Source: an optimization exercise on an open RTL-to-GDS flow (aim: small area, a short achievable clock period and few clock cycles). Production flows keep margins and buffers that such runs may drop.
Where RTL was checked, it was by simulation tests only, not by an equivalence proof against the original.
Only the layout flow was run in runs 2 to 5; the RTL was not checked for function there.
Power figures rest on the tool's default switching activity, not on a simulated workload.

$ cat design.v
module sign_extend(
	input [15:0] imm,
	output [31:0] ext
);
assign ext = {{16{imm[15]}}, imm};
endmodule
module reg_file(
	input clk,
	input rst_n,
	input [31:0] r1_sel,
	input [31:0] r2_sel,
	input [4:0] r3_addr,
	input [31:0] r3_din,
	input r3_wr,
	output reg [31:0] r1_dout,
	output reg [31:0] r2_dout
);
reg [31:0] rf [0:31];
reg [31:0] rv;
integer i;
always @(posedge clk)
	if (r3_wr)
		rf[r3_addr] <= r3_din;
always @(posedge clk or negedge rst_n)
	if (!rst_n)
		rv <= 32'd0;
	else if (r3_wr)
		rv[r3_addr] <= 1'b1;
always @(*) begin
	r1_dout = 32'd0;
	r2_dout = 32'd0;
	for (i = 0; i < 32; i = i + 1) begin
		r1_dout = r1_dout | ({32{rv[i] & r1_sel[i]}} & rf[i]);
		r2_dout = r2_dout | ({32{rv[i] & r2_sel[i]}} & rf[i]);
	end
end
endmodule
module alu(
	input [31:0] alu_a,
	input [31:0] alu_b,
	output [31:0] alu_out,
	output gtz
);
assign alu_out = alu_a + alu_b;
wire zero = ((alu_a ^ alu_b) == {alu_a[30:0] | alu_b[30:0], 1'b0});
assign gtz = ~alu_out[31] & ~zero;
endmodule
module pc(
	input [31:0] word,
	input [5:0] wpc,
	output redir,
	output [5:0] tgt,
	output [5:0] tgt1
);
wire is_j = word[31:26] == 6'b000010;
wire is_b = word[31:26] == 6'b000111;
assign redir = is_j | (is_b & word[15]);
assign tgt = is_j ? word[5:0] : wpc + word[5:0] + 6'd1;
assign tgt1 = is_j ? word[5:0] + 6'd1 : wpc + word[5:0] + 6'd2;
endmodule
module cu(
	input [5:0] op,
	output is_add,    
	output is_addi,
	output is_lw,
	output is_sw,
	output is_bgtz
);
assign is_addi = op == 6'b001000;
assign is_add = (op == 6'b000000) | is_addi;
assign is_lw = op == 6'b100011;
assign is_sw = op == 6'b101011;
assign is_bgtz = op == 6'b000111;
endmodule
module top(
	input clk, rst_n,
	output [5:0] mem_raddr,
	input [31:0] mem_rdata,
	output mem_we,
	output [5:0] mem_waddr,
	output [31:0] mem_wdata
);
localparam NB = 4;               
reg [5:0]  raddr_q;      
reg        ra_fetch;     
reg [5:0]  npc;          
reg        fvalid;       
reg [5:0]  fpc;          
reg        fhit;         
reg [NB-1:0] bv;
reg [5:0]  btag [0:NB-1];
reg [5:0]  btgt [0:NB-1];
reg [1:0]  brr;          
reg        svalid;
reg [31:0] sk_word;
reg [5:0]  spc;
reg        sredir;
reg [5:0]  stgt, stgt1;
reg        dvalid;
reg [31:0] ir;
reg [31:0] dsel_a, dsel_b;   
reg [5:0]  dpc;
reg        dredir;       
reg        dpend;        
reg [5:0]  dtgt, dtgt1;   
reg        evalid;
reg        e_add, e_lw, e_sw, e_bgtz, e_j, e_pred;
reg [31:0] e_a, e_b;
reg [5:0]  e_maddr;
reg [4:0]  e_dest;
reg [5:0]  e_pc, e_tgt;
reg [5:0]  e_alt;        
reg [5:0]  e_alt1;       
reg        we_q;         
reg        lwb;          
reg        kill;         
integer i;
wire       f_redir;
wire [5:0] f_tgt, f_tgt1;
pc pd(.word(mem_rdata), .wpc(fpc), .redir(f_redir), .tgt(f_tgt), .tgt1(f_tgt1));
wire f_isb = mem_rdata[31:26] == 6'b000111;
wire [31:0] sum;
wire        gtz;
alu alu_1(.alu_a(e_a), .alu_b(e_b), .alu_out(sum), .gtz(gtz));
wire e_go = evalid & ~kill;
wire e_lw0 = e_go & e_lw;           
wire        rf_we = (e_go & e_add) | lwb;
wire [31:0] rf_wd = lwb ? mem_rdata : sum;
wire d_add, d_addi, d_lw, d_sw, d_bgtz;
cu dec(.op(ir[31:26]), .is_add(d_add), .is_addi(d_addi), .is_lw(d_lw),
       .is_sw(d_sw), .is_bgtz(d_bgtz));
wire d_j = ir[31:26] == 6'b000010;
wire [4:0] rs = ir[25:21];
wire [4:0] rt = ir[20:16];
wire [31:0] r1, r2;
reg_file register(
	.clk(clk), .rst_n(rst_n),
	.r1_sel(dsel_a), .r2_sel(dsel_b),
	.r3_addr(e_dest), .r3_din(rf_wd), .r3_wr(rf_we),
	.r1_dout(r1), .r2_dout(r2)
);
wire [31:0] simm;
sign_extend se(.imm(ir[15:0]), .ext(simm));
wire fwd_a = rf_we && e_dest == rs;
wire fwd_b = rf_we && e_dest == rt;
wire [31:0] opa = fwd_a ? rf_wd : r1;
wire [31:0] opb = d_addi ? simm : fwd_b ? rf_wd : r2;
wire [5:0]  maddr_f = rf_wd[5:0] + ir[5:0];
wire [5:0]  maddr_r = r1[5:0] + ir[5:0];
wire [5:0]  maddr = fwd_a ? maddr_f : maddr_r;
wire dlive = dvalid & ~kill;
wire dfire = dlive & ~e_lw0;
wire flive = fvalid & ~kill;
wire sw_hit = (dvalid & (dpc == e_maddr)) | (svalid & (spc == e_maddr)) |
              (fvalid & (fpc == e_maddr)) | (ra_fetch & (raddr_q == e_maddr));
wire e_mis = e_go & ((e_bgtz & (gtz ^ e_pred)) | (e_sw & sw_hit));
reg [NB-1:0] bhit;
reg [5:0]    bsel;
always @(*) begin
	bsel = 6'd0;
	for (i = 0; i < NB; i = i + 1) begin
		bhit[i] = bv[i] & (btag[i] == raddr_q);
		bsel = bsel | ({6{bhit[i]}} & btgt[i]);
	end
end
wire bpred = ra_fetch & (|bhit);
wire [5:0] succ  = bpred ? bsel : npc;
wire [5:0] succ1 = bpred ? bsel + 6'd1 : npc + 6'd1;
wire req_lw = dfire & d_lw;
wire req_d  = dlive & dpend;
wire req_f  = flive & f_redir & ~fhit;
wire take_d = ~req_lw & req_d;                  
wire take_f = ~req_lw & ~req_d & req_f;
wire [5:0] seq_addr = take_d ? dtgt : take_f ? f_tgt : succ;
wire [5:0] seq_addr1 = take_d ? dtgt1 : take_f ? f_tgt1 : succ1;
wire [5:0] ra_next = req_lw ? maddr : seq_addr;
wire [5:0] npc_next = req_lw ? succ : seq_addr1;
reg [NB-1:0] bm_pc, bm_st;
always @(*)
	for (i = 0; i < NB; i = i + 1) begin
		bm_pc[i] = bv[i] & (btag[i] == e_pc);
		bm_st[i] = bv[i] & (btag[i] == e_maddr);
	end
wire b_ins = e_go & (e_j | (e_bgtz & gtz));
wire b_del = e_go & e_bgtz & ~gtz;
wire b_any = |bm_pc;
wire d_accept = ~dvalid | dfire;
wire [31:0] d_word = svalid ? sk_word : mem_rdata;    
wire f_keep = flive & ~take_d;                  
wire f_pt = f_redir | (fhit & f_isb);           
always @(posedge clk or negedge rst_n)
	if (!rst_n) begin
		raddr_q <= 6'd0;
		ra_fetch <= 1'b1;
		npc <= 6'd1;
		fvalid <= 1'b0;
		fhit <= 1'b0;
		svalid <= 1'b0;
		dvalid <= 1'b0;
		dpend <= 1'b0;
		evalid <= 1'b0;
		we_q <= 1'b0;
		lwb <= 1'b0;
		kill <= 1'b0;
		bv <= {NB{1'b0}};
		brr <= 2'd0;
	end else begin
		kill <= e_mis;
		lwb <= e_lw0;
		we_q <= dfire & d_sw & ~e_mis;
		evalid <= dfire;
		raddr_q <= e_mis ? e_alt : ra_next;
		npc <= e_mis ? e_alt1 : npc_next;
		ra_fetch <= e_mis | ~req_lw;
		fvalid <= ra_fetch & ~take_d & ~take_f;
		fhit <= bpred;
		if (kill) begin
			dvalid <= 1'b0;
			svalid <= 1'b0;
			dpend <= 1'b0;
		end else if (d_accept) begin
			if (svalid) begin
				dvalid <= ~take_d;
				dpend <= 1'b0;
				svalid <= f_keep;
			end else begin
				dvalid <= f_keep;
				dpend <= f_keep & req_f & req_lw;
			end
		end else begin
			if (take_d)
				dpend <= 1'b0;
			svalid <= f_keep;
		end
		if (we_q)
			bv <= bv & ~bm_st;
		else if (b_del)
			bv <= bv & ~bm_pc;
		else if (b_ins) begin
			if (!b_any) begin
				bv[brr] <= 1'b1;
				brr <= brr + 2'd1;
			end
		end
	end
always @(posedge clk)
	if (b_ins && !b_any) begin
		btag[brr] <= e_pc;
		btgt[brr] <= e_tgt;
	end
always @(posedge clk) begin
	fpc <= raddr_q;
	e_alt <= (dredir | d_sw) ? dpc + 6'd1 : dtgt;
	e_alt1 <= (dredir | d_sw) ? dpc + 6'd2 : dtgt1;
	e_pc <= dpc;
	e_tgt <= dtgt;
	e_a <= opa;
	e_b <= opb;
	e_maddr <= maddr;
	e_add <= d_add;
	e_lw <= d_lw;
	e_sw <= d_sw;
	e_bgtz <= d_bgtz;
	e_j <= d_j;
	e_pred <= dredir;
	if (dfire)
		e_dest <= (ir[31:26] == 6'b000000) ? ir[15:11] : rt;
	if (d_accept) begin
		dsel_a <= 32'd1 << d_word[25:21];
		dsel_b <= 32'd1 << d_word[20:16];
		if (svalid) begin
			ir <= sk_word;
			dpc <= spc;
			dredir <= sredir;
			dtgt <= stgt;
			dtgt1 <= stgt1;
		end else begin
			ir <= mem_rdata;
			dpc <= fpc;
			dredir <= f_pt;
			dtgt <= f_tgt;
			dtgt1 <= f_tgt1;
		end
	end
	if (svalid ? d_accept : ~d_accept) begin
		sk_word <= mem_rdata;
		spc <= fpc;
		sredir <= f_pt;
		stgt <= f_tgt;
		stgt1 <= f_tgt1;
	end
end
assign mem_raddr = raddr_q;
assign mem_we = we_q;
assign mem_waddr = e_maddr;
assign mem_wdata = e_b;
endmodule
$ cat flow/run.sh
#!/bin/bash
set -euo pipefail
bash standard.sh synth > synth.log 2>&1
bash standard.sh SETUP_SLACK_MARGIN=6.5 finish > layout.log 2>&1
$ cat standard.sh
#!/bin/bash
# synth_recipe.tcl (not shown) runs the flow's synth.tcl, then flattens the netlist and writes it again
# the make line also repeats each setting of config.mk as NAME=value (left out here)
make -C /OpenROAD-flow-scripts/flow DESIGN_CONFIG=/design/flow/config.mk WORK_HOME=/design/flow/orfs CLKGATE_MAP_FILE= SYNTH_SCRIPT=/design/flow/synth_recipe.tcl "${@:-finish}"
$ cat config.mk
export PLATFORM = sky130hd
export DESIGN_NAME = top
export DESIGN_NICKNAME = top
export VERILOG_FILES = /design/flow/design.v
export SDC_FILE = /design/flow/constraint.sdc
export NUM_CORES = 8
export LEC_CHECK = 0
export ABC_CLOCK_PERIOD_IN_PS = 3000
export CAP_MARGIN = 20
export CORE_MARGIN = 2
export CORE_UTILIZATION = 25
export CTS_BUF_LIST = sky130_fd_sc_hd__clkbuf_8 sky130_fd_sc_hd__clkbuf_16
export CTS_CLUSTER_DIAMETER = 50
export CTS_CLUSTER_SIZE = 20
export PLACE_DENSITY = 0.45
export SETUP_SLACK_MARGIN = 5
export SLEW_MARGIN = 20
$ cat constraint.sdc
create_clock -name core_clock -period 10.0 [get_ports {clk}]
set_input_delay 2.0000 -clock core_clock [delete_from_list [all_inputs] [get_ports {clk}]]
set_output_delay 2.0000 -clock core_clock [all_outputs]
set_load 0.01 [all_outputs]
==> run_results.csv, run 1 <==
group,metric,value,unit
worst_setup_path,endpoint_kind,"flop",
finish,nets,4795,
floorplan,chipWidth,500,um
sta,tightest_slew,1.33,ns
grt,grt_pass1_vias,46100,
grt,grt_max_degree,62,
run,drv_cap,0,
synth,syn_inst,4478,
finish,final_util,0.306,
route,drc_errors,0,
route,drt-vias-per-instance,6.28,
clocking,path_clk_slew,0.07,ns
placed_design,numPlacedInstances,7593,
worst_setup_path,cp.buffers_inverters,1,
route,initialDrtViolationCount,10300,
synth,synth_edf_count,1243,
route,vias,50200,
placed_design,hpwlAfterDp,183,mm
power_and_ir_drop,leakagePower,24.9,nW
power_and_ir_drop,power_switching,7.25,mW
floorplan,io_pins,79,
status,status,"finished clean",
sta,period_needed,3.72,ns
grt,grt_pass1_wl,426,mm
finish,fill_cells,24200,
synth,syn_area_per_cell,13.7,um^2
synth,ys_seq_area_frac,0.667,
floorplan,start_util,0.252,
sta,fin_setup_tns,0,ns
clocking,cts_max_path_buffers,3,
route,wirelength,330,mm
synth,synth_seq_cells,1409,
finish,final_common_cell,"edfxtp_1",
sta,min_period_over_period,0.372,
clocking,numCtsBuffers,137,
worst_setup_path,crit_fanout,22,
power_and_ir_drop,combPwrFrac,0.289,
sta,hold_violations,0,
worst_setup_path,crit_type,"reg -> reg",
clocking,hold_buffers,0,
power_and_ir_drop,internal-power,12.6,mW
sta,fmax,269,MHz
synth,synth-async-reset-ratio,0.0426,
worst_setup_path,cpPeakStageDelay,0.42,ns
finish,area_delta_synth_final,21.4,%
clocking,clock_sinks,1409,
placed_design,portBuffers,78,
worst_setup_path,crit_path_start_kind,"flop",
synth,yosysUniqueCellTypes,87,
grt,antenna_found_initial,24,
sta,final_max_slew_viol_count,0,
synth,ys.flop_type,"edfxtp_1",
finish,mostFrequentLayoutCells,"edfxtp_1, a22oi_1, nand4_1, buf_4, nor2_1",
clocking,cts_tree,"done",
floorplan,fp-row-count,181,
power_and_ir_drop,p_clk_frac,0.290,
worst_setup_path,cp_top_family,"compound AO/OA/AOI/OAI gates",
sta,finClkSkew,0.0770,ns
finish,layout-drive-gt1-share,0.208,
clocking,clk_latency,0.86,ns
sta,slew_headroom,0.115,
finish,instances_no_fill,7997,
route,drtPass1Iterations,10,
clocking,clockRootBuffer,"clkbuf_16",
grt,grt_util_all_layers,0.251,
sta,final-setup-viol-count,0,
worst_setup_path,slowest_stage,"nor4_4",
power_and_ir_drop,power.density,266,mW/mm^2
synth,synth_area,0.0614,mm^2
min_path,hold_class,"reg -> reg",
sta,rsz0062_at_grt,"true",
grt,overflow,0,
worst_setup_path,cp.arrival,4.43,ns
power_and_ir_drop,swShare,0.366,
placed_design,gp_congestion,0.902,
clocking,cts-htree-levels,4,
floorplan,die_area,0.250,mm^2
synth,syn-num-nets,4601,
sta,whs,0.425,ns
worst_setup_path,crit_required,10.71,ns
worst_setup_path,path_cells,"and2_2 > buf_4 > a22o_1 > a221oi_1 > nand3_1 > nor4_4 > a21oi_1 > ha_1 > a21oi_1 > xor2_1 > xnor2_1 > o2bb2ai_1 > mux2_2",
power_and_ir_drop,share_seq_of_total_power,0.421,
route,wl_per_cell,41.2,um
power_and_ir_drop,peakVddDrop,0.134,mV
worst_setup_path,path_common_cell,"a21oi_1",
route,ant_nets,0,
floorplan,dieHeight,500,um
synth,yosysWarnings,2,
floorplan,core,0.244,mm^2
-- metal layers --
layer  share of wire  vias up  track usage
met4           0.065       16        0.121
met3            0.16     1259       0.0985
met1            0.37    25400        0.326
met5         0.00045        -     0.000772
li1                -    18500            -
met2            0.41     5098        0.361
-- stage by stage --
step                instance area (um^2)  power [mW]  worst slack (ns)
floorplan                          61700        10.8              5.92
global placement                   67000        13.3              4.70
detailed placement                 67000        13.3              4.67
CTS                                73400        19.3              6.13
global route                       74500        20.3              6.18
finish                             74500        19.8              6.28
-- cells by family (layout without fill, tap and decap cells) --
family	after synthesis	count (layout)	synth area share
DFF	1409	1409	0.667
AOI/OAI and AO/OA	1380	1389	0.171
and+or+nand+nor	878	882	0.0741
buffers and inverters	449	743	0.0279
xor gates and xnor gates	185	185	0.0264
adders and majority gates	89	89	0.0185
muxes	88	90	0.0156
other	0	8	0
-- final timing paths --
path / start / endpoint / slack, ns / cells past startpoint
worst max-delay path: register.rv[21]$_DFFE_PN0P_ / raddr_q[5]$_DFF_PN0_ / 6.28 / 13
max in group asynchronous: rst_n / lwb$_DFF_PN0_ / 7.81 / 1
worst min-delay path: dredir$_DFFE_PN_ / e_pred$_DFF_P_ / 0.42 / 0
worst max register to register: register.rv[21]$_DFFE_PN0P_ / raddr_q[5]$_DFF_PN0_ / 6.28 / 13
worst min register to register: dredir$_DFFE_PN_ / e_pred$_DFF_P_ / 0.42 / 0
min in group asynchronous: rst_n / register.rv[18]$_DFFE_PN0P_ / 1.31 / 1
-- power by group through the flow --
stage               clock network [mW]  logic, mW  registers, mW
floorplan                            0       2.73           8.12
global placement                     0       4.69           8.58
detailed placement                   0       4.71           8.57
CTS                               5.78       5.18           8.34
global route                      6.01       5.89           8.40
finish                            5.74       5.72           8.34
-- cell type report --
class                           count  area, um^2  share of cell area
Timing Repair Buffer              382        3620              0.0485
Timing Repair inverter              2        15.0            0.000201
Clock inverter                    114        1490              0.0200
Tap cell                         3202        4010              0.0537
Sequential cell                  1409       41000               0.551
Clock buffer                      140        3490              0.0468
Multi-Input combinational cell   2635       20400               0.274
Inverter                          105         405             0.00544
Antenna cell                        8        20.0            0.000269
-- synth_stat cells (all sizes together), types with 6 or more instances --
cell	instances	area (um^2)
mux2i	28	280
clkbuf	305	1140
o21ai	92	460
a21oi	75	398
dfxtp	106	2120
a22oi	707	5310
buf	39	175
a221oi	167	1490
xor2	68	596
or3	7	43.8
ha	86	1080
nand2	145	547
a22o	164	1440
mux2	60	676
a21o	43	324
nor2	210	791
nor3	40	205
o31ai	18	135
o21a	15	113
nand3	78	390
o22a	16	140
dfrtp	58	1450
xnor2	117	1020
a211oi	12	90.1
o211ai	6	45.0
nand4	240	1520
and3	10	66.3
inv	105	394
and2	76	475
nor4	33	206
edfxtp	1243	37300
o22ai	15	93.8
-- registers in the layout, indices dropped and copies added (netlist names), 32 cells and up --
name and cells:
e_a 32, dsel_a 32, register.rv 32, sk_word 32, dsel_b 32, ir 32
register.rf 1024, e_b 32
-- what timing repair did --
action / CTS / global route
gates resized for setup: 375 / 151
endpoints found under the setup margin: 1522 / 494
setup buffers: 66 / 55
cloned: 11 / 9
pin swaps: 30 / 54
Testbench counts, summed over its fixed seeds: cycles 18,334.
==> inputs of run 2 (changes only) <==
--- a/design.v
+++ b/design.v
@@ -9,2 +9,3 @@
 	input rst_n,
+	input [31:0] r0_sel,
 	input [31:0] r1_sel,
@@ -14,2 +15,3 @@
 	input r3_wr,
+	output reg [5:0] r0_dout,
 	output reg [31:0] r1_dout,
@@ -29,2 +31,3 @@
 always @(*) begin
+	r0_dout = 6'd0;
 	r1_dout = 32'd0;
@@ -32,2 +35,3 @@
 	for (i = 0; i < 32; i = i + 1) begin
+		r0_dout = r0_dout | ({6{rv[i] & r0_sel[i]}} & rf[i][5:0]);
 		r1_dout = r1_dout | ({32{rv[i] & r1_sel[i]}} & rf[i]);
@@ -101,2 +105,3 @@
 reg [31:0] dsel_a, dsel_b;   
+reg [5:0]  d_e6;         
 reg [5:0]  dpc;
@@ -135,5 +140,9 @@
 wire [31:0] r1, r2;
+wire [5:0]  r0;
+wire [31:0] d_word;      
+wire [31:0] nsel_a = 32'd1 << d_word[25:21];
 reg_file register(
 	.clk(clk), .rst_n(rst_n),
-	.r1_sel(dsel_a), .r2_sel(dsel_b),
+	.r0_sel(nsel_a), .r1_sel(dsel_a), .r2_sel(dsel_b),
+	.r0_dout(r0),
 	.r3_addr(e_dest), .r3_din(rf_wd), .r3_wr(rf_we),
@@ -148,4 +157,6 @@
 wire [5:0]  maddr_f = rf_wd[5:0] + ir[5:0];
-wire [5:0]  maddr_r = r1[5:0] + ir[5:0];
+wire [5:0]  maddr_r = d_e6 + ir[5:0];
 wire [5:0]  maddr = fwd_a ? maddr_f : maddr_r;
+wire [5:0]  base_now = fwd_a ? rf_wd[5:0] : d_e6;
+wire [5:0]  base_next = (rf_we && e_dest == d_word[25:21]) ? rf_wd[5:0] : r0;
 wire dlive = dvalid & ~kill;
@@ -187,3 +198,3 @@
 wire d_accept = ~dvalid | dfire;
-wire [31:0] d_word = svalid ? sk_word : mem_rdata;    
+assign d_word = svalid ? sk_word : mem_rdata;
 wire f_keep = flive & ~take_d;                  
@@ -267,4 +278,5 @@
 		e_dest <= (ir[31:26] == 6'b000000) ? ir[15:11] : rt;
+	d_e6 <= d_accept ? base_next : base_now;
 	if (d_accept) begin
-		dsel_a <= 32'd1 << d_word[25:21];
+		dsel_a <= nsel_a;
 		dsel_b <= 32'd1 << d_word[20:16];
--- a/config.mk
+++ b/config.mk
@@ -11,5 +11,2 @@
 export CORE_UTILIZATION = 25
-export CTS_BUF_LIST = sky130_fd_sc_hd__clkbuf_8 sky130_fd_sc_hd__clkbuf_16
-export CTS_CLUSTER_DIAMETER = 50
-export CTS_CLUSTER_SIZE = 20
 export PLACE_DENSITY = 0.45
==> run 2 against run 1 <==
Net effect: clock power rose by 4.7%; area after synthesis rose by 2.7%; fmax rose by 1.5%; sequential share of layout area fell by 1.4 points; largest cell class unchanged; highest routed layer unchanged.
==> run_results.csv, run 2 <==
group,metric,value,unit
sta,fmax,273,MHz
synth,syn_area_per_cell,13.4,um^2
synth,yosys.area_share.simple,0.0800,
route,wl_met2,154,mm
floorplan,start_util,0.251,
grt,grt_util_all_layers,0.273,
sta,min_period_over_period,0.367,
clocking,clock_sinks,1415,
sta,fin_setup_tns,0,ns
route,drt-vias-per-instance,6.37,
grt,antenna_found_initial,19,
finish,final_common_cell,"edfxtp_1",
floorplan,dieHeight,506,um
route,drc_errors,0,
synth,synth_area,0.0631,mm^2
synth,synth-async-reset-ratio,0.0424,
finish,nets,5041,
clocking,path_clk_slew,0.06,ns
synth,yosysUniqueCellTypes,85,
finish,largest_reg_flops,1024,
synth,synth.area.mux_share,0.0146,
floorplan,io_pins,79,
floorplan,fp-row-count,184,
sta,finClkSkew,0.0606,ns
finish,regMostFlops,"register.rf",
route,ant_nets,0,
sta,rsz0062_at_grt,"true",
route,drt-met1-wl,129,mm
grt,grt_pass1_wl,473,mm
synth,ys_top_cells_by_count,"edfxtp_1, a22oi_1, clkbuf_1",
finish,area_delta_synth_final,21.8,%
route,met3WireLength,50.6,mm
route,vias,53600,
sta,final_max_slew_viol_count,0,
worst_setup_path,crit_fanout,19,
synth,ys_top_cells_by_area,"edfxtp_1, a22oi_1, dfxtp_1, a221oi_1, a22o_1",
worst_setup_path,cp.arrival,4.30,ns
clocking,clk_latency,0.86,ns
synth,syn-num-nets,4820,
run,drv_cap,0,
clocking,numCtsBuffers,151,
grt,grt_max_degree,65,
power_and_ir_drop,peakVddDrop,0.205,mV
grt,grt_pass1_vias,49500,
placed_design,hpwlAfterDp,208,mm
synth,ys_seq_area_frac,0.652,
clocking,hold_buffers,0,
synth,synth_compound_area_frac,0.180,
synth,synth_top_cell_by_area,"edfxtp_1",
clocking,cts_max_path_buffers,3,
power_and_ir_drop,leakagePower,25.9,nW
clocking,cts-htree-levels,4,
worst_setup_path,endpoint_kind,"flop",
route,initialDrtViolationCount,11000,
synth,synth.most_common_cell,"edfxtp_1",
floorplan,die_area,0.256,mm^2
min_path,hold_class,"reg -> reg",
power_and_ir_drop,power.density,256,mW/mm^2
finish,layout-drive-gt1-share,0.214,
synth,ys.flop_type,"edfxtp_1",
synth,synth_xor_area_frac,0.0261,
placed_design,portBuffers,78,
clocking,cts_tree,"done",
placed_design,numPlacedInstances,7948,
finish,fill_cells,25000,
synth,synth_seq_cells,1415,
route,wl_per_cell,43.3,um
synth,yosysWarnings,2,
synth,syn_inst,4697,
worst_setup_path,crit_required,10.64,ns
sta,slew_headroom,0.0696,
route,drtPass1Iterations,9,
finish,instances_no_fill,8410,
sta,hold_violations,0,
synth,synth_edf_count,1249,
floorplan,core,0.251,mm^2
synth,synthAdderAreaFrac,0.0180,
sta,period_needed,3.67,ns
route,highest_layer,"met5",
finish,mostFrequentLayoutCells,"edfxtp_1, a22oi_1, buf_4",
worst_setup_path,crit_type,"reg -> reg",
clocking,clockRootBuffer,"clkbuf_16",
worst_setup_path,rrSetupSlack,6.33,ns
synth,synth_top_area_frac,0.594,
status,status,"finished clean",
sta,final-setup-viol-count,0,
floorplan,chipWidth,506,um
grt,overflow,0,
sta,tightest_slew,1.38,ns
worst_setup_path,crit_path_start_kind,"flop",
placed_design,gp_congestion,0.973,
route,wirelength,364,mm
synth,synth_top_family_by_area,"compound AO/OA/AOI/OAI gates",
[run 2: report_power, final]
group	internal [mW]	switching, mW
logic	1.74	3.56
clock network	3.41	2.61
registers	7.72	0.628
total	12.9	6.79
[run 2: cells by family (layout without fill, tap and decap cells)]
family | count (synthesis) | after routing
and+or+nand+nor | 959 | 967
adders and majority gates | 89 | 89
xor gates and xnor gates | 188 | 188
buffers and inverters | 474 | 804
DFF | 1415 | 1415
AOI/OAI and AO/OA | 1489 | 1494
other | 0 | 20
muxes | 83 | 85
[run 2: critical path, stage by stage (launching register included)]
cell and delay [ns]:
dfrtp_1 0.44, and2_2 0.20, buf_4 0.30, buf_4 0.45, a22o_1 0.33, a221oi_1 0.25, nand4_1 0.16, nor3_1 0.97
a21oi_1 0.31
[run 2: area by class of cell]
cell class,instances,area [um^2],area share
multi-input combinational,2823,22100,0.287
inverter,110,425,0.00553
tap,3348,4190,0.0545
antenna,20,50.0,0.000651
sequential,1415,41300,0.537
timing repair buffer,417,3660,0.0476
clock inverter,85,1020,0.0133
clock buffer,192,4160,0.0541
[run 2: worst paths after layout]
| kind | depth (start not counted) | to | from |
|---|---|---|---|
| setup / recovery | 8 | e_a[3]$_DFF_P_ | register.rv[1]$_DFFE_PN0P_ |
| hold / removal | 0 | e_pred$_DFF_P_ | dredir$_DFFE_PN_ |
| setup reg to reg | 8 | e_a[3]$_DFF_P_ | register.rv[1]$_DFFE_PN0P_ |
| hold reg to reg | 0 | e_pred$_DFF_P_ | dredir$_DFFE_PN_ |
| max in group asynchronous | 2 | raddr_q[5]$_DFF_PN0_ | rst_n |
| min in group asynchronous | 2 | brr[1]$_DFFE_PN0P_ | rst_n |
[run 2: layer usage]
metal / vias to the layer above / GRT usage
met1: 27100 / 0.328
li1: 19500 / -
met5: - / 0.00611
met2: 5323 / 0.404
met4: 22 / 0.174
met3: 1660 / 0.109
[run 2: what timing repair did]
item / 4_1_cts / 5_1_grt
resized for setup: 415 / 110
setup buffers: 109 / 40
cloned: 10 / 6
endpoints found under the setup margin: 1320 / 198
pin swaps: 54 / 38
[run 2: metrics by stage]
stage	total power, mW	hold slack, ns	worst slack [ns]	utilization	instance area [um^2]
3_3_place_gp	12.9	0.407	4.60	0.275	69000
3_5_place_dp	12.9	0.382	4.61	0.275	69000
6_report	19.7	0.409	6.33	0.306	76900
5_1_grt	20.1	0.406	6.22	0.306	76800
2_1_floorplan	10.7	0.346	4.09	-	63600
4_1_cts	19.2	0.409	6.23	0.303	76000
==> inputs of run 3 (changes only) <==
--- a/config.mk
+++ b/config.mk
@@ -8,3 +8,3 @@
 export ABC_CLOCK_PERIOD_IN_PS = 3000
-export CAP_MARGIN = 20
+export CAP_MARGIN = 0
 export CORE_MARGIN = 2
@@ -13,2 +13,2 @@
 export SETUP_SLACK_MARGIN = 5
-export SLEW_MARGIN = 20
+export SLEW_MARGIN = 0
==> run 3 against run 2 <==
Net effect: synthesized cell count stayed put; fmax down 0.86%; count of clock-buffer cells in the layout grew 21; global-route usage decreased by 0.060 points; critical endpoint is now npc[5]$_DFF_PN0_; highest routed layer unchanged; non-clock buffer count rose by 3; via count barely moved; sequential share of layout area is 0.11 points higher; worst hold slack better by 0.0092 ns.
==> run_results.csv, run 3 <==
group,metric,value,unit
grt,grt_util_all_layers,0.272,
synth,ys.flop_type,"edfxtp_1",
synth,synth_top_area_frac,0.594,
sta,final_max_slew_viol_count,0,
power_and_ir_drop,internal-power,12.7,mW
finish,mostFrequentLayoutCells,"edfxtp_1, a22oi_1, buf_4",
placed_design,portBuffers,78,
grt,antenna_found_initial,27,
worst_setup_path,crit_type,"in -> reg",
synth,ys_top_cells_by_area,"edfxtp_1, a22oi_1, dfxtp_1, a221oi_1, a22o_1",
placed_design,numPlacedInstances,7946,
synth,ys_top_cells_by_count,"edfxtp_1, a22oi_1, clkbuf_1",
finish,layout-drive-gt1-share,0.217,
floorplan,start_util,0.251,
worst_setup_path,slowest_stage,"fa_2",
power_and_ir_drop,power.density,253,mW/mm^2
placed_design,gp_congestion,0.973,
sta,fmax,270,MHz
sta,finClkSkew,0.0586,ns
finish,final_common_cell,"edfxtp_1",
synth,ys_seq_area_frac,0.652,
power_and_ir_drop,power_switching,6.69,mW
sta,period_needed,3.70,ns
sta,min_period_over_period,0.370,
grt,overflow,0,
route,drtPass1Iterations,10,
placed_design,dp_slack,4.53,ns
worst_setup_path,crit_path_start_kind,"input pin",
finish,nets,5039,
route,initialDrtViolationCount,10700,
sta,slew_headroom,0.0878,
synth,synth.most_common_cell,"edfxtp_1",
min_path,hold_class,"reg -> reg",
clocking,path_clk_slew,0.06,ns
finish,largest_reg_flops,1024,
grt,grt_max_degree,65,
floorplan,io_pins,79,
power_and_ir_drop,share_seq_of_total_power,0.430,
clocking,cts-htree-levels,4,
synth,synth_top_cell_by_area,"edfxtp_1",
sta,tightest_slew,1.37,ns
floorplan,chipWidth,506,um
route,ant_nets,0,
power_and_ir_drop,leakagePower,25.8,nW
floorplan,fp-row-count,184,
grt,grt_pass1_wl,471,mm
power_and_ir_drop,peakVddDrop,0.201,mV
sta,hold_violations,0,
worst_setup_path,cpPeakStageDelay,0.38,ns
worst_setup_path,crit_required,10.72,ns
floorplan,dieHeight,506,um
synth,synth-async-reset-ratio,0.0424,
sta,final-setup-viol-count,0,
finish,area_delta_synth_final,21.6,%
worst_setup_path,path_cells,"buf_6 > buf_6 > ha_4 > fa_2 > a21o_1 > a21oi_2 > xnor2_2 > nand3_2 > xor2_2 > a2111oi_2 > o21a_1 > a2111oi_2 > mux2_4",
placed_design,hpwlAfterDp,207,mm
clocking,numCtsBuffers,149,
route,drt-vias-per-instance,6.37,
synth,synth_area,0.0631,mm^2
worst_setup_path,rrSetupSlack,6.33,ns
route,drc_errors,0,
finish,regMostFlops,"register.rf",
synth,syn_area_per_cell,13.4,um^2
worst_setup_path,endpoint_kind,"flop",
worst_setup_path,cp.arrival,4.42,ns
sta,setup_ws,6.30,ns
sta,rsz0062_at_grt,"true",
synth,synth_edf_count,1249,
clocking,cts_max_path_buffers,3,
route,wl_per_cell,43.0,um
power_and_ir_drop,combPwrFrac,0.272,
synth,syn-num-nets,4820,
clocking,clock_sinks,1415,
status,status,"finished clean",
clocking,clockRootBuffer,"clkbuf_16",
finish,fill_cells,25100,
floorplan,core,0.251,mm^2
sta,fin_setup_tns,0,ns
synth,synth_seq_cells,1415,
finish,final_util,0.305,
power_and_ir_drop,swShare,0.345,
power_and_ir_drop,p_clk_frac,0.298,
synth,yosysWarnings,2,
clocking,cts_tree,"done",
synth,yosysUniqueCellTypes,85,
run,drv_cap,0,
synth,syn_inst,4697,
grt,grt_pass1_vias,49500,
finish,instances_no_fill,8412,
floorplan,die_area,0.256,mm^2
sta,whs,0.418,ns
worst_setup_path,crit_fanout,3,
route,wirelength,362,mm
route,vias,53600,
clocking,clk_latency,0.86,ns
-- run 3: cell counts after synthesis --
Identical to the previous run, type by type.
-- run 3: cell families (layout without fill, tap and decap cells) --
| family | count (synthesis) | in the layout | share of synthesized area |
|---|---|---|---|
| xor gates and xnor gates | 188 | 188 | 0.0261 |
| AOI/OAI and AO/OA | 1489 | 1493 | 0.180 |
| muxes | 83 | 85 | 0.0146 |
| DFF | 1415 | 1415 | 0.652 |
| other | 0 | 24 | 0 |
| buffers and inverters | 474 | 805 | 0.0290 |
| and+or+nand+nor | 959 | 965 | 0.0800 |
| adders and majority gates | 89 | 89 | 0.0180 |
-- run 3: final timing paths --
path / start / endpoint / cells past startpoint
setup / recovery: mem_rdata[0] / npc[5]$_DFF_PN0_ / 13
hold / removal: dredir$_DFFE_PN_ / e_pred$_DFF_P_ / 0
setup reg to reg: e_a[0]$_DFF_P_ / register.rf[2][30]$_DFFE_PP_ / 12
hold reg to reg: dredir$_DFFE_PN_ / e_pred$_DFF_P_ / 0
max in group asynchronous: rst_n / raddr_q[5]$_DFF_PN0_ / 2
min in group asynchronous: rst_n / brr[1]$_DFFE_PN0P_ / 2
-- run 3: cell type report --
type	count	area, um^2	area share
well taps	3348	4190	0.0546
flip-flops and latches	1415	41300	0.538
repair buffers	420	3640	0.0475
diodes	24	60.1	0.000783
clock buffers	213	4240	0.0553
inverters	110	428	0.00558
multi-input cells	2820	22200	0.289
clock inverters	62	696	0.00907
-- run 3: critical path, delay by kind of cell --
family	cells	cell delay, ns
multiplexers	1	0.28
AND/OR/NAND/NOR	1	0.12
adder cells (fa/ha/maj)	2	0.54
XOR/XNOR	2	0.35
buffers and inverters	2	0.21
AO/OA/AOI/OAI	5	0.91
-- run 3: timing repair --
| item | 4_1_cts | 5_1_grt |
|---|---|---|
| endpoints found under the setup margin | 1360 | 472 |
| pin swaps | 60 | 57 |
| cloned | 9 | 3 |
| endpoints found under the hold margin | 0 | 0 |
| hold buffers | 0 | 0 |
| gates resized for setup | 410 | 152 |
| setup buffers | 99 | 56 |
-- run 3: per-stage QoR --
step                total power, mW  cell area [um^2]
floorplan                      10.7             63600
global placement               12.9             69000
detailed placement             12.9             69000
CTS                            19.0             75600
global route                   19.9             76700
finish                         19.4             76700
-- run 3: power groups by stage --
stage / combinational (mW) / clock (mW) / sequential, mW
floorplan: 2.62 / 0 / 8.10
global placement: 4.37 / 0 / 8.56
detailed placement: 4.38 / 0 / 8.55
CTS: 4.82 / 5.81 / 8.35
global route: 5.48 / 6.02 / 8.39
finish: 5.27 / 5.78 / 8.34
-- run 3: layer usage --
| metal | wire, um | vias up | track usage |
|---|---|---|---|
| li1 | - | 19500 | - |
| met1 | 129000 | 26900 | 0.327 |
| met2 | 153000 | 5449 | 0.402 |
| met3 | 50600 | 1673 | 0.107 |
| met4 | 29000 | 22 | 0.178 |
| met5 | 372 | - | 0.00241 |
==> inputs of run 4 (changes only) <==
--- a/design.v
+++ b/design.v
@@ -8,4 +8,2 @@
 	input clk,
-	input rst_n,
-	input [31:0] r0_sel,
 	input [31:0] r1_sel,
@@ -15,3 +13,2 @@
 	input r3_wr,
-	output reg [5:0] r0_dout,
 	output reg [31:0] r1_dout,
@@ -20,3 +17,2 @@
 reg [31:0] rf [0:31];
-reg [31:0] rv;
 integer i;
@@ -25,9 +21,3 @@
 		rf[r3_addr] <= r3_din;
-always @(posedge clk or negedge rst_n)
-	if (!rst_n)
-		rv <= 32'd0;
-	else if (r3_wr)
-		rv[r3_addr] <= 1'b1;
 always @(*) begin
-	r0_dout = 6'd0;
 	r1_dout = 32'd0;
@@ -35,5 +25,4 @@
 	for (i = 0; i < 32; i = i + 1) begin
-		r0_dout = r0_dout | ({6{rv[i] & r0_sel[i]}} & rf[i][5:0]);
-		r1_dout = r1_dout | ({32{rv[i] & r1_sel[i]}} & rf[i]);
-		r2_dout = r2_dout | ({32{rv[i] & r2_sel[i]}} & rf[i]);
+		r1_dout = r1_dout | ({32{r1_sel[i]}} & rf[i]);
+		r2_dout = r2_dout | ({32{r2_sel[i]}} & rf[i]);
 	end
@@ -104,4 +93,5 @@
 reg [31:0] ir;
-reg [31:0] dsel_a, dsel_b;   
-reg [5:0]  d_e6;         
+reg [31:0] dsel_a, dsel_b;
+reg        fa_q, fb_q;   
+reg [31:0] rv;           
 reg [5:0]  dpc;
@@ -140,9 +130,5 @@
 wire [31:0] r1, r2;
-wire [5:0]  r0;
-wire [31:0] d_word;      
-wire [31:0] nsel_a = 32'd1 << d_word[25:21];
 reg_file register(
-	.clk(clk), .rst_n(rst_n),
-	.r0_sel(nsel_a), .r1_sel(dsel_a), .r2_sel(dsel_b),
-	.r0_dout(r0),
+	.clk(clk),
+	.r1_sel(dsel_a), .r2_sel(dsel_b),
 	.r3_addr(e_dest), .r3_din(rf_wd), .r3_wr(rf_we),
@@ -152,4 +138,4 @@
 sign_extend se(.imm(ir[15:0]), .ext(simm));
-wire fwd_a = rf_we && e_dest == rs;
-wire fwd_b = rf_we && e_dest == rt;
+wire fwd_a = fa_q;
+wire fwd_b = fb_q;
 wire [31:0] opa = fwd_a ? rf_wd : r1;
@@ -157,6 +143,4 @@
 wire [5:0]  maddr_f = rf_wd[5:0] + ir[5:0];
-wire [5:0]  maddr_r = d_e6 + ir[5:0];
+wire [5:0]  maddr_r = r1[5:0] + ir[5:0];
 wire [5:0]  maddr = fwd_a ? maddr_f : maddr_r;
-wire [5:0]  base_now = fwd_a ? rf_wd[5:0] : d_e6;
-wire [5:0]  base_next = (rf_we && e_dest == d_word[25:21]) ? rf_wd[5:0] : r0;
 wire dlive = dvalid & ~kill;
@@ -198,3 +182,9 @@
 wire d_accept = ~dvalid | dfire;
-assign d_word = svalid ? sk_word : mem_rdata;
+wire [31:0] d_word = svalid ? sk_word : mem_rdata;    
+wire [4:0] d_dest = (ir[31:26] == 6'b000000) ? ir[15:11] : rt;
+wire [4:0] dest_next = dfire ? d_dest : e_dest;
+wire       we_next = (dfire & d_add) | e_lw0;     
+wire [4:0] rs_next = d_accept ? d_word[25:21] : rs;
+wire [4:0] rt_next = d_accept ? d_word[20:16] : rt;
+wire [31:0] rv_next = rv | ({31'd0, rf_we} << e_dest);
 wire f_keep = flive & ~take_d;                  
@@ -203,3 +193,3 @@
 	if (!rst_n) begin
-		raddr_q <= 6'd0;
+		rv <= 32'd0;
 		ra_fetch <= 1'b1;
@@ -222,3 +212,3 @@
 		evalid <= dfire;
-		raddr_q <= e_mis ? e_alt : ra_next;
+		rv <= rv_next;
 		npc <= e_mis ? e_alt1 : npc_next;
@@ -261,2 +251,4 @@
 	end
+always @(posedge clk)
+	raddr_q <= !rst_n ? 6'd0 : e_mis ? e_alt : ra_next;
 always @(posedge clk) begin
@@ -277,7 +269,8 @@
 	if (dfire)
-		e_dest <= (ir[31:26] == 6'b000000) ? ir[15:11] : rt;
-	d_e6 <= d_accept ? base_next : base_now;
+		e_dest <= d_dest;
+	dsel_a <= (32'd1 << rs_next) & rv_next;
+	dsel_b <= (32'd1 << rt_next) & rv_next;
+	fa_q <= we_next & (dest_next == rs_next);
+	fb_q <= we_next & (dest_next == rt_next);
 	if (d_accept) begin
-		dsel_a <= nsel_a;
-		dsel_b <= 32'd1 << d_word[20:16];
 		if (svalid) begin
--- a/config.mk
+++ b/config.mk
@@ -8,3 +8,3 @@
 export ABC_CLOCK_PERIOD_IN_PS = 3000
-export CAP_MARGIN = 0
+export CAP_MARGIN = 20
 export CORE_MARGIN = 2
@@ -13,2 +13,2 @@
 export SETUP_SLACK_MARGIN = 5
-export SLEW_MARGIN = 0
+export SLEW_MARGIN = 20
==> run 4 against run 3 <==
Net effect: final cell count shrank 5.1%; non-clock buffer count fell by 22; sequential power rose by 8.3%; clock skew decreased by 0.018 ns; core utilization grew 0.38 points; still clean on timing, DRC and antenna; combinational power up 43%; worst setup slack got worse by 0.026 ns; worst hold slack got worse by 0.012 ns; fmax decreased by 0.70%; count of clock-buffer cells in the layout decreased by 16.
==> run_results.csv, run 4 <==
group,metric,value,unit
sta,whs,0.406,ns
placed_design,numPlacedInstances,7500,
worst_setup_path,crit_end,"npc[4]$_DFF_PN0_",
synth,ys_top_cells_by_count,"edfxtp_1, a22oi_1, a221oi_1",
power_and_ir_drop,power.total,22.4,mW
worst_setup_path,crit_fanout,3,
power_and_ir_drop,peakVddDrop,0.157,mV
power_and_ir_drop,power.density,301,mW/mm^2
floorplan,dieHeight,496,um
synth,syn_area_per_cell,13.9,um^2
finish,nets,4779,
worst_setup_path,crit_path_start_kind,"flop",
route,drtPass1Iterations,10,
sta,finClkSkew,0.0408,ns
synth,synth.most_common_cell,"edfxtp_1",
synth,syn_inst,4359,
placed_design,hpwlAfterDp,180,mm
worst_setup_path,r2r_start,"e_a[16]$_DFF_P_",
finish,design_area,0.0744,mm^2
finish,layout-drive-gt1-share,0.219,
sta,final-setup-viol-count,0,
synth,synth_seq_cells,1411,
sta,final_max_slew_viol_count,0,
floorplan,fp-row-count,180,
sta,tightest_slew,1.29,ns
grt,grt_pass1_wl,430,mm
route,initialDrtViolationCount,10400,
finish,final_common_cell,"edfxtp_1",
status,status,"finished clean",
synth,ys_top_cells_by_area,"edfxtp_1, dfxtp_1, a221oi_1, a22o_1, a22oi_1",
clocking,clock_sinks,1411,
grt,grt_pass1_vias,46700,
route,drt-vias-per-instance,6.26,
sta,hold_violations,0,
synth,syn-num-nets,4478,
synth,synth_edf_count,1174,
worst_setup_path,crit_type,"reg -> reg",
clocking,cts-htree-levels,4,
placed_design,post_dp_cell_area,0.0658,mm^2
finish,instances_no_fill,7983,
min_path,hold_class,"reg -> reg",
synth,synth_area,0.0604,mm^2
finish,area_delta_synth_final,23.1,%
placed_design,dp_slack,4.91,ns
power_and_ir_drop,leakagePower,25.1,nW
floorplan,core,0.241,mm^2
sta,setup_ws,6.28,ns
worst_setup_path,r2r-end,"npc[4]$_DFF_PN0_",
floorplan,start_util,0.251,
grt,antenna_found_initial,16,
sta,rsz0062_at_grt,"true",
worst_setup_path,cp.arrival,4.44,ns
synth,ys_seq_area_frac,0.667,
clocking,path_clk_slew,0.06,ns
synth,yosysUniqueCellTypes,96,
grt,grt_util_all_layers,0.258,
floorplan,die_area,0.246,mm^2
route,drc_errors,0,
route,ant_nets,0,
synth,synth_top_area_frac,0.584,
clocking,cts_tree,"done",
placed_design,portBuffers,78,
grt,grt_max_degree,52,
worst_setup_path,endpoint_kind,"flop",
finish,mostFrequentLayoutCells,"edfxtp_1, a22oi_1, a22o_1",
worst_setup_path,r2r_cells,14,
synth,ys.flop_type,"edfxtp_1",
worst_setup_path,crit_required,10.71,ns
sta,fmax,269,MHz
sta,min_period_over_period,0.372,
synth,yosysWarnings,2,
route,wirelength,330,mm
clocking,clk_latency,0.85,ns
clocking,cts_max_path_buffers,3,
synth,synth-async-reset-ratio,0.0383,
synth,synth_top_cell_by_area,"edfxtp_1",
floorplan,io_pins,79,
sta,period_needed,3.72,ns
grt,overflow,0,
finish,regMostFlops,"register.rf",
floorplan,chipWidth,496,um
sta,slew_headroom,0.137,
worst_setup_path,setup.worst_path.start,"e_a[16]$_DFF_P_",
clocking,numCtsBuffers,151,
worst_setup_path,rrSetupSlack,6.28,ns
finish,final_util,0.309,
run,drv_cap,0,
placed_design,gp_congestion,0.901,
finish,largest_reg_flops,1024,
route,wl_per_cell,41.4,um
sta,fin_setup_tns,0,ns
clocking,clockRootBuffer,"clkbuf_16",
route,vias,50000,
## run 4: cell types whose count changed after synthesis, moves of 51 or more
cell,delta
clkbuf_1,-96
and2_1,-68
a22o_1,+102
a22oi_1,-395
edfxtp_1,-75
inv_1,+60
nor3_1,+89
dfxtp_1,+77
nor2_1,-70
a21oi_1,+71
a222oi_1,+51
a221oi_1,+103
nand4_1,-100
## run 4: power breakdown
group	leakage, nW	switching (mW)	internal, mW
Combinational	9.51	4.99	2.54
Clock	2.42	2.58	3.24
Sequential	13.2	0.609	8.42
Total	25.1	8.18	14.2
## run 4: critical path, cell delays in order, from the launching register on
cell	delay, ns
dfxtp_4	0.42
inv_4	0.05
ha_4	0.25
a211oi_4	0.22
o211ai_1	0.24
nand3b_1	0.15
o211ai_1	0.18
o41ai_4	0.46
mux2i_4	0.47
buf_6	0.16
buf_6	0.09
mux2_4	0.34
nor2_4	0.12
buf_6	0.13
mux2_4	0.30
## run 4: cells by family after synthesis
kind of cell / share of synthesized area
buf+inv: 0.0292
xor+xnor: 0.0273
fa+ha+maj: 0.0180
flops: 0.667
simple gates: 0.0650
mux: 0.0156
compound gates: 0.178
## run 4: cell type report
cell class	instances	area [um^2]
Inverter	170	708
Antenna cell	9	22.5
Clock buffer	197	4140
Sequential cell	1411	40500
Timing Repair inverter	19	156
Fill cell	23900	166000
Clock inverter	85	892
Multi-Input combinational cell	2509	19900
Tap cell	3185	3990
Timing Repair Buffer	398	4020
## run 4: how the worst min path moves through the flow
stage	from	to	slack [ns]	cells past startpoint
after CTS	e_alt1[0]$_DFF_P_	npc[0]$_DFF_PN1_	0.42	2
final	e_alt1[0]$_DFF_P_	npc[0]$_DFF_PN1_	0.41	2
after global routing	dtgt[0]$_DFFE_PN_	e_tgt[0]$_DFF_P_	0.46	0
after floorplan	dpc[3]$_DFFE_PN_	e_pc[3]$_DFF_P_	0.35	0
after global placement	e_alt1[0]$_DFF_P_	npc[0]$_DFF_PN1_	0.40	2
after detailed placement	e_alt1[0]$_DFF_P_	npc[0]$_DFF_PN1_	0.41	2
## run 4: timing repair
item	4_1_cts	5_1_grt
gates cloned	23	13
resized for setup	510	141
setup buffers	121	33
hold endpoints to repair	0	0
setup endpoints to repair	1463	694
pin swaps	60	50
hold buffers	0	0
## run 4: routing by layer
layer	up-vias	global-route usage	wire length (um)
met2	5087	0.383	139000
li1	18400	-	-
met4	18	0.151	25000
met1	25000	0.319	118000
met3	1395	0.0997	48700
met5	-	0.00174	157
==> inputs of run 5 (changes only) <==
--- a/config.mk
+++ b/config.mk
@@ -11,2 +11,5 @@
 export CORE_UTILIZATION = 25
+export CTS_BUF_LIST = sky130_fd_sc_hd__clkbuf_8 sky130_fd_sc_hd__clkbuf_16
+export CTS_CLUSTER_DIAMETER = 50
+export CTS_CLUSTER_SIZE = 20
 export PLACE_DENSITY = 0.45
==> run 5 against run 4 <==
Net effect: still clean; first-iteration DRC count shrank 3.2%; worst hold slack gained 0.0034 ns; final area grew 0.90%; total power grew 1.2%; register-to-register slack gained 0.11 ns; critical path depth is the same; critical endpoint is now raddr_q[5]$_SDFF_PN0_.
==> run_results.csv, run 5 <==
group,metric,value,unit
worst_setup_path,crit_type,"reg -> reg",
power_and_ir_drop,power.density,302,mW/mm^2
sta,final-setup-viol-count,0,
clocking,numCtsBuffers,146,
synth,synth-async-reset-ratio,0.0383,
synth,ys_top_cells_by_count,"edfxtp_1, a22oi_1, a221oi_1",
synth,syn_inst,4359,
synth,synth_edf_count,1174,
power_and_ir_drop,combPwrFrac,0.342,
floorplan,start_util,0.251,
route,wirelength,331,mm
sta,hold_violations,0,
clocking,cts_tree,"done",
worst_setup_path,crit_required,10.75,ns
finish,nets,4815,
min_path,hold_class,"reg -> reg",
synth,synth_seq_cells,1411,
sta,slew_headroom,0.0820,
route,wl_per_cell,41.3,um
finish,regMostFlops,"register.rf",
route,drt-vias-per-instance,6.24,
power_and_ir_drop,peakVddDrop,0.269,mV
finish,instances_no_fill,8023,
power_and_ir_drop,leakagePower,25.4,nW
synth,syn_area_per_cell,13.9,um^2
floorplan,core,0.241,mm^2
sta,fmax,277,MHz
clocking,path_clk_slew,0.07,ns
sta,setup_ws,6.39,ns
floorplan,dieHeight,496,um
power_and_ir_drop,internal-power,14.2,mW
floorplan,chipWidth,496,um
sta,period_needed,3.61,ns
clocking,cts_max_path_buffers,3,
floorplan,io_pins,79,
synth,synth_area,0.0604,mm^2
placed_design,numPlacedInstances,7500,
synth,ys_top_cells_by_area,"edfxtp_1, dfxtp_1, a221oi_1, a22o_1, a22oi_1",
worst_setup_path,cp.arrival,4.36,ns
worst_setup_path,r2r_start,"dsel_a[22]$_DFF_P_",
finish,layout-drive-gt1-share,0.234,
worst_setup_path,setup.worst_path.start,"dsel_a[22]$_DFF_P_",
synth,ys.flop_type,"edfxtp_1",
synth,synth_top_cell_by_area,"edfxtp_1",
placed_design,gp_congestion,0.901,
placed_design,hpwlAfterDp,180,mm
route,initialDrtViolationCount,10100,
placed_design,post_dp_cell_area,0.0658,mm^2
route,drc_errors,0,
clocking,clk_latency,0.84,ns
clocking,clockRootBuffer,"clkbuf_16",
finish,final_common_cell,"edfxtp_1",
run,drv_cap,0,
worst_setup_path,crit_fanout,16,
route,drtPass1Iterations,21,
grt,grt_util_all_layers,0.256,
floorplan,fp-row-count,180,
finish,largest_reg_flops,1024,
synth,ys_seq_area_frac,0.667,
grt,grt_pass1_wl,427,mm
placed_design,dp_slack,4.91,ns
synth,synth.most_common_cell,"edfxtp_1",
finish,design_area,0.0751,mm^2
grt,antenna_found_initial,18,
sta,min_period_over_period,0.361,
power_and_ir_drop,share_seq_of_total_power,0.398,
sta,rsz0062_at_grt,"true",
clocking,cts-htree-levels,4,
min_path,min_from,"e_alt1[0]$_DFF_P_",
clocking,clock_sinks,1411,
route,ant_nets,0,
sta,fin_setup_tns,0,ns
grt,grt_pass1_vias,46400,
sta,final_max_slew_viol_count,0,
power_and_ir_drop,power_switching,8.44,mW
worst_setup_path,endpoint_kind,"flop",
status,status,"finished clean",
finish,mostFrequentLayoutCells,"edfxtp_1, a22oi_1, a22o_1",
synth,syn-num-nets,4478,
sta,finClkSkew,0.0336,ns
floorplan,die_area,0.246,mm^2
synth,yosysUniqueCellTypes,96,
grt,grt_max_degree,52,
placed_design,portBuffers,78,
finish,area_delta_synth_final,24.2,%
grt,overflow,0,
synth,yosysWarnings,2,
sta,tightest_slew,1.38,ns
worst_setup_path,crit_path_start_kind,"flop",
power_and_ir_drop,p_clk_frac,0.260,
route,vias,50000,
power_and_ir_drop,swShare,0.372,
synth,synth_top_area_frac,0.584,
run 5: cell count changes in the layout (fill, tap and decap cells not counted), sizes merged, moves of 3 or more:
cell / change
inv: +49
clkbuf: -39
buf: +38
clkinv: -13
diode: +8
clkdlybuf4s15: -6
dlygate4sd2: +6
clkdlybuf4s50: -3
run 5: final timing paths:
kind / endpoint / slack [ns] / cells after the start
max in group asynchronous: dvalid$_DFFE_PN0P_ / 7.86 / 2
min in group asynchronous: brr[0]$_DFFE_PN0P_ / 1.04 / 1
setup / recovery: raddr_q[5]$_SDFF_PN0_ / 6.39 / 14
hold / removal: npc[0]$_DFF_PN1_ / 0.41 / 2
hold reg to reg: npc[0]$_DFF_PN1_ / 0.41 / 2
setup reg to reg: raddr_q[5]$_SDFF_PN0_ / 6.39 / 14
run 5: metal layers:
metal / share of wire / routed length, um / GRT usage
met5: 0.00089 / 296 / 0.00174
met4: 0.077 / 25400 / 0.147
met3: 0.15 / 48700 / 0.0958
met2: 0.42 / 139000 / 0.380
met1: 0.36 / 119000 / 0.319
run 5: final cells by class:
type / count / area, um^2
fill: 23800 / 165000
sequential: 1411 / 40500
multi-input combinational: 2510 / 20000
timing repair buffer: 437 / 4520
tap: 3185 / 3990
clock buffer: 153 / 3760
clock inverter: 120 / 1370
inverter: 170 / 702
timing repair inverter: 20 / 148
antenna: 17 / 42.5
run 5: power by group through the flow:
stage	Sequential [mW]	Combinational, mW	Clock, mW
2_1_floorplan	8.80	3.33	0
3_3_place_gp	9.25	5.66	0
3_5_place_dp	9.25	5.68	0
4_1_cts	9.02	6.55	5.90
5_1_grt	9.07	8.04	6.11
6_report	9.02	7.74	5.89
run 5: cell families after synthesis:
group	share of synthesized area
flops	0.667
xor+xnor	0.0273
buf+inv	0.0292
simple gates	0.0650
compound gates	0.178
fa+ha+maj	0.0180
mux	0.0156
run 5: metrics by stage:
stage	utilization	hold WS [ns]	total power, mW
6_report	0.312	0.410	22.7
2_1_floorplan	-	0.346	12.1
5_1_grt	0.312	0.450	23.2
4_1_cts	0.304	0.416	21.5
3_3_place_gp	0.274	0.402	14.9
3_5_place_dp	0.274	0.406	14.9
run 5: timing repair:
item | 4_1_cts | 5_1_grt
endpoints found under the setup margin | 1462 | 620
setup buffers | 98 | 89
gates cloned | 23 | 20
hold buffers | 0 | 0
pin swaps | 61 | 80
gates resized for setup | 501 | 189
run 5: critical path, cell delays in order, from the launching register on:
cell,delay (ns)
dfxtp_2,0.32
buf_8,0.22
buf_16,0.20
buf_4,0.17
a22o_1,0.20
a221oi_1,0.31
nand4_1,0.21
nor3_4,0.43
a21oi_1,0.17
ha_1,0.38
a21oi_2,0.17
xnor2_1,0.10
xnor2_1,0.28
nand2_1,0.12
a211oi_2,0.22
==> inputs of run 6 (changes only) <==
--- a/design.v
+++ b/design.v
@@ -44,4 +44,3 @@
 	output redir,
-	output [5:0] tgt,
-	output [5:0] tgt1
+	output [5:0] tgt
 );
@@ -51,3 +50,2 @@
 assign tgt = is_j ? word[5:0] : wpc + word[5:0] + 6'd1;
-assign tgt1 = is_j ? word[5:0] + 6'd1 : wpc + word[5:0] + 6'd2;
 endmodule
@@ -90,3 +88,2 @@
 reg        sredir;
-reg [5:0]  stgt, stgt1;
 reg        dvalid;
@@ -99,3 +96,3 @@
 reg        dpend;        
-reg [5:0]  dtgt, dtgt1;   
+reg [5:0]  dtgt;         
 reg        evalid;
@@ -106,4 +103,2 @@
 reg [5:0]  e_pc, e_tgt;
-reg [5:0]  e_alt;        
-reg [5:0]  e_alt1;       
 reg        we_q;         
@@ -113,4 +108,7 @@
 wire       f_redir;
-wire [5:0] f_tgt, f_tgt1;
-pc pd(.word(mem_rdata), .wpc(fpc), .redir(f_redir), .tgt(f_tgt), .tgt1(f_tgt1));
+wire [5:0] f_tgt;
+pc pd(.word(mem_rdata), .wpc(fpc), .redir(f_redir), .tgt(f_tgt));
+wire       s_redir_unused;
+wire [5:0] s_tgt;
+pc pds(.word(sk_word), .wpc(spc), .redir(s_redir_unused), .tgt(s_tgt));
 wire f_isb = mem_rdata[31:26] == 6'b000111;
@@ -151,2 +149,3 @@
 wire e_mis = e_go & ((e_bgtz & (gtz ^ e_pred)) | (e_sw & sw_hit));
+wire [5:0] e_alt = (e_pred | e_sw) ? e_pc + 6'd1 : e_tgt;
 reg [NB-1:0] bhit;
@@ -161,4 +160,3 @@
 wire bpred = ra_fetch & (|bhit);
-wire [5:0] succ  = bpred ? bsel : npc;
-wire [5:0] succ1 = bpred ? bsel + 6'd1 : npc + 6'd1;
+wire [5:0] succ = !ra_fetch ? npc : bpred ? bsel : raddr_q + 6'd1;
 wire req_lw = dfire & d_lw;
@@ -169,5 +167,3 @@
 wire [5:0] seq_addr = take_d ? dtgt : take_f ? f_tgt : succ;
-wire [5:0] seq_addr1 = take_d ? dtgt1 : take_f ? f_tgt1 : succ1;
 wire [5:0] ra_next = req_lw ? maddr : seq_addr;
-wire [5:0] npc_next = req_lw ? succ : seq_addr1;
 reg [NB-1:0] bm_pc, bm_st;
@@ -195,3 +191,3 @@
 		ra_fetch <= 1'b1;
-		npc <= 6'd1;
+		npc <= 6'd0;
 		fvalid <= 1'b0;
@@ -213,3 +209,4 @@
 		rv <= rv_next;
-		npc <= e_mis ? e_alt1 : npc_next;
+		if (req_lw)
+			npc <= succ;
 		ra_fetch <= e_mis | ~req_lw;
@@ -255,4 +252,2 @@
 	fpc <= raddr_q;
-	e_alt <= (dredir | d_sw) ? dpc + 6'd1 : dtgt;
-	e_alt1 <= (dredir | d_sw) ? dpc + 6'd2 : dtgt1;
 	e_pc <= dpc;
@@ -279,4 +274,3 @@
 			dredir <= sredir;
-			dtgt <= stgt;
-			dtgt1 <= stgt1;
+			dtgt <= s_tgt;
 		end else begin
@@ -286,3 +280,2 @@
 			dtgt <= f_tgt;
-			dtgt1 <= f_tgt1;
 		end
@@ -293,4 +286,2 @@
 		sredir <= f_pt;
-		stgt <= f_tgt;
-		stgt1 <= f_tgt1;
 	end
--- a/config.mk
+++ b/config.mk
@@ -11,5 +11,2 @@
 export CORE_UTILIZATION = 25
-export CTS_BUF_LIST = sky130_fd_sc_hd__clkbuf_8 sky130_fd_sc_hd__clkbuf_16
-export CTS_CLUSTER_DIAMETER = 50
-export CTS_CLUSTER_SIZE = 20
 export PLACE_DENSITY = 0.45
==> run 6 against run 5 <==
Net effect: clock power hardly changed; core utilization is 0.92 points lower; combinational power is 18% lower; worst setup slack worse by 0.063 ns; first-iteration DRC count is 8.2% higher.
==> run_results.csv, run 6 <==
group,metric,value,unit
finish,nets,4618,
route,drc_errors,0,
synth,syn_area_per_cell,13.8,um^2
floorplan,core,0.235,mm^2
finish,regMostFlops,"register.rf",
finish,area_delta_synth_final,20.5,%
clocking,clockRootBuffer,"clkbuf_16",
synth,ys_top_cells_by_area,"edfxtp_1, dfxtp_1, a221oi_1, a22o_1, a22oi_1",
clocking,cts_max_path_buffers,3,
synth,synth_top_area_frac,0.588,
synth,ys_seq_area_frac,0.669,
route,wl_per_cell,40.2,um
clocking,clk_latency,0.83,ns
worst_setup_path,path_cells,"clkdlybuf4s50_1 > ha_1 > or2_2 > o22ai_1 > mux2i_1 > xnor2_1 > o21ai_0 > o21ai_0 > a21oi_1 > o21a_1",
sta,slew_headroom,0.147,
power_and_ir_drop,power.density,293,mW/mm^2
synth,yosysWarnings,2,
worst_setup_path,crit_fanout,5,
sta,tightest_slew,1.28,ns
sta,min_period_over_period,0.367,
route,initialDrtViolationCount,10900,
synth,synth.most_common_cell,"edfxtp_1",
grt,grt_pass1_vias,45600,
status,status,"finished clean",
finish,final_common_cell,"edfxtp_1",
grt,overflow,0,
grt,grt_util_all_layers,0.250,
floorplan,die_area,0.240,mm^2
synth,synth_top_cell_by_area,"edfxtp_1",
placed_design,gp_congestion,0.918,
worst_setup_path,cp.arrival,4.36,ns
worst_setup_path,crit_type,"in -> reg",
floorplan,start_util,0.251,
power_and_ir_drop,leakagePower,24.1,nW
placed_design,hpwlAfterDp,178,mm
worst_setup_path,rrSetupSlack,6.44,ns
finish,fill_cells,23500,
route,vias,48300,
power_and_ir_drop,peakVddDrop,0.455,mV
sta,finClkSkew,0.0402,ns
grt,antenna_found_initial,21,
min_path,hold_class,"reg -> reg",
sta,fin_setup_tns,0,ns
grt,grt_pass1_wl,413,mm
sta,final_max_slew_viol_count,0,
clocking,numCtsBuffers,152,
route,drt-vias-per-instance,6.19,
sta,period_needed,3.67,ns
clocking,hold_buffers,0,
placed_design,post_dp_cell_area,0.0645,mm^2
synth,ys_top_cells_by_count,"edfxtp_1, a22oi_1, a221oi_1",
route,ant_nets,0,
min_path,min_from,"dredir$_DFFE_PN_",
worst_setup_path,r2r_start,"dsel_a[25]$_DFF_P_",
sta,final-setup-viol-count,0,
worst_setup_path,endpoint_kind,"flop",
synth,ys.flop_type,"edfxtp_1",
route,wirelength,313,mm
power_and_ir_drop,power.total,20.9,mW
clocking,cts_tree,"done",
floorplan,fp-row-count,178,
sta,fmax,272,MHz
route,drtPass1Iterations,10,
worst_setup_path,crit_path_start_kind,"input pin",
worst_setup_path,path_common_cell,"o21ai_0",
floorplan,chipWidth,490,um
clocking,clock_sinks,1381,
run,drv_cap,0,
clocking,cts-htree-levels,4,
worst_setup_path,cpPeakStageDelay,0.54,ns
worst_setup_path,slowest_stage,"clkdlybuf4s50_1",
synth,synth-async-reset-ratio,0.0391,
placed_design,portBuffers,78,
synth,syn_inst,4269,
sta,hold_violations,0,
finish,mostFrequentLayoutCells,"edfxtp_1, a22oi_1, a22o_1",
grt,grt_max_degree,61,
floorplan,io_pins,79,
finish,design_area,0.0712,mm^2
synth,synth_area,0.0590,mm^2
finish,largest_reg_flops,1024,
synth,yosysUniqueCellTypes,77,
clocking,path_clk_slew,0.06,ns
synth,synth_seq_cells,1381,
synth,syn-num-nets,4390,
floorplan,dieHeight,490,um
finish,layout-drive-gt1-share,0.178,
synth,synth_edf_count,1156,
sta,rsz0062_at_grt,"true",
worst_setup_path,crit_required,10.69,ns
worst_setup_path,setup.worst_path.start,"mem_rdata[4]",
-- run 6: worst paths after layout --
check                                   endpoint  cells after the start
max                        raddr_q[5]$_SDFF_PN0_                     10
min                               e_pred$_DFF_P_                      0
max reg2reg                raddr_q[5]$_SDFF_PN0_                     15
min reg2reg                       e_pred$_DFF_P_                      0
max in group asynchronous          lwb$_DFF_PN0_                      2
min in group asynchronous      bv[3]$_DFFE_PN0P_                      2
-- run 6: what timing repair did --
action / in CTS / in global routing
pin swaps: 22 / 9
hold endpoints to repair: 0 / 0
resized for setup: 273 / 70
buffers inserted: 64 / 19
setup endpoints to repair: 1043 / 669
cloned: 11 / 2
-- run 6: report_power, final --
part | switching (mW) | internal [mW] | leakage, nW | total [mW]
Sequential | 0.542 | 8.10 | 12.9 | 8.64
Clock | 2.52 | 3.34 | 2.47 | 5.86
Combinational | 4.49 | 1.89 | 8.69 | 6.38
Total | 7.56 | 13.3 | 24.1 | 20.9
-- run 6: final cells by class --
type                       instances  area (um^2)  share of cell area
multi-input combinational       2455        18600               0.262
antenna                           16         40.0            0.000563
timing repair inverter            13         97.6             0.00137
clock buffer                     195         4100              0.0576
clock inverter                    86          997              0.0140
sequential                      1381        39700               0.558
timing repair buffer             340         3030              0.0426
tap                             3150         3940              0.0554
inverter                         154          638             0.00897
-- run 6: logic make-up (layout without fill, tap and decap cells) --
group | Yosys count | in the layout | share of synthesized area
adder cells (fa/ha/maj) | 87 | 87 | 0.0189
flip-flops | 1381 | 1381 | 0.669
buffers and inverters | 433 | 788 | 0.0286
multiplexers | 66 | 66 | 0.0119
AND/OR/NAND/NOR | 747 | 747 | 0.0638
XOR/XNOR | 188 | 188 | 0.0279
AO/OA/AOI/OAI | 1367 | 1367 | 0.180
other | 0 | 16 | 0
-- run 6: layer usage --
metal | wire, um | track usage
met3 | 46900 | 0.0952
met5 | 266 | 0.00238
met2 | 130000 | 0.362
met4 | 20500 | 0.135
met1 | 115000 | 0.320
-- run 6: metrics by stage --
step	util	worst slack [ns]	hold WS, ns	cells
4_1_cts	0.301	6.03	0.349	7750
5_1_grt	0.303	6.28	0.365	7777
6_report	0.303	6.33	0.351	7790
3_3_place_gp	0.274	5.23	0.329	7390
3_5_place_dp	0.274	5.35	0.334	7394
2_1_floorplan	-	6.31	0.323	4269
-- run 6: worst max-delay path, delay by kind of cell --
kind | cells | cell delay (ns)
adders and majority gates | 1 | 0.27
AOI/OAI and AO/OA | 5 | 0.71
buffers and inverters | 1 | 0.54
and+or+nand+nor | 1 | 0.27
muxes | 1 | 0.37
xor gates and xnor gates | 1 | 0.18
Testbench counts of run 6, summed over its fixed seeds: cycles 18,334.

static timing again, ports no longer ideal:
In the flow no input, the clock included, has a driving cell. The finished layouts below were timed again as built, in two steps.
Step 1, drivers: a clkbuf_16 drives clk and a buf_2 each remaining input, both assumed.
Step 2, shift: input delay + t, output delay - t, t = (earliest + latest rising clock arrival at the registers) / 2. This alone moves slack from input paths to output paths.
a / b / c = ideal / step 1 / step 2; a / b = the first two.
| run | t, ns | setup WS [ns] | worst setup path after step 2 | slew at the worst register clock pin (ns) |
|---|---|---|---|---|
| run 1 | 0.906 | 6.278 / 6.278 / 5.470 | input to register | 0.09 / 0.09 |
| run 2 | 0.944 | 6.334 / 6.334 / 5.471 | input to register | 0.07 / 0.07 |
| run 3 | 0.933 | 6.302 / 6.334 / 5.442 | input to register | 0.07 / 0.07 |
| run 4 | 0.930 | 6.276 / 6.276 / 5.524 | input to register | 0.07 / 0.07 |
| run 5 | 0.934 | 6.389 / 6.333 / 5.618 | input to register | 0.09 / 0.09 |
| run 6 | 0.905 | 6.326 / 6.390 / 5.484 | input to register | 0.07 / 0.07 |
After both steps setup and hold are still met in every run listed. The setup slack of run 2, which loses most, moves by 0.000 ns with the drivers and by -0.863 ns with both steps.
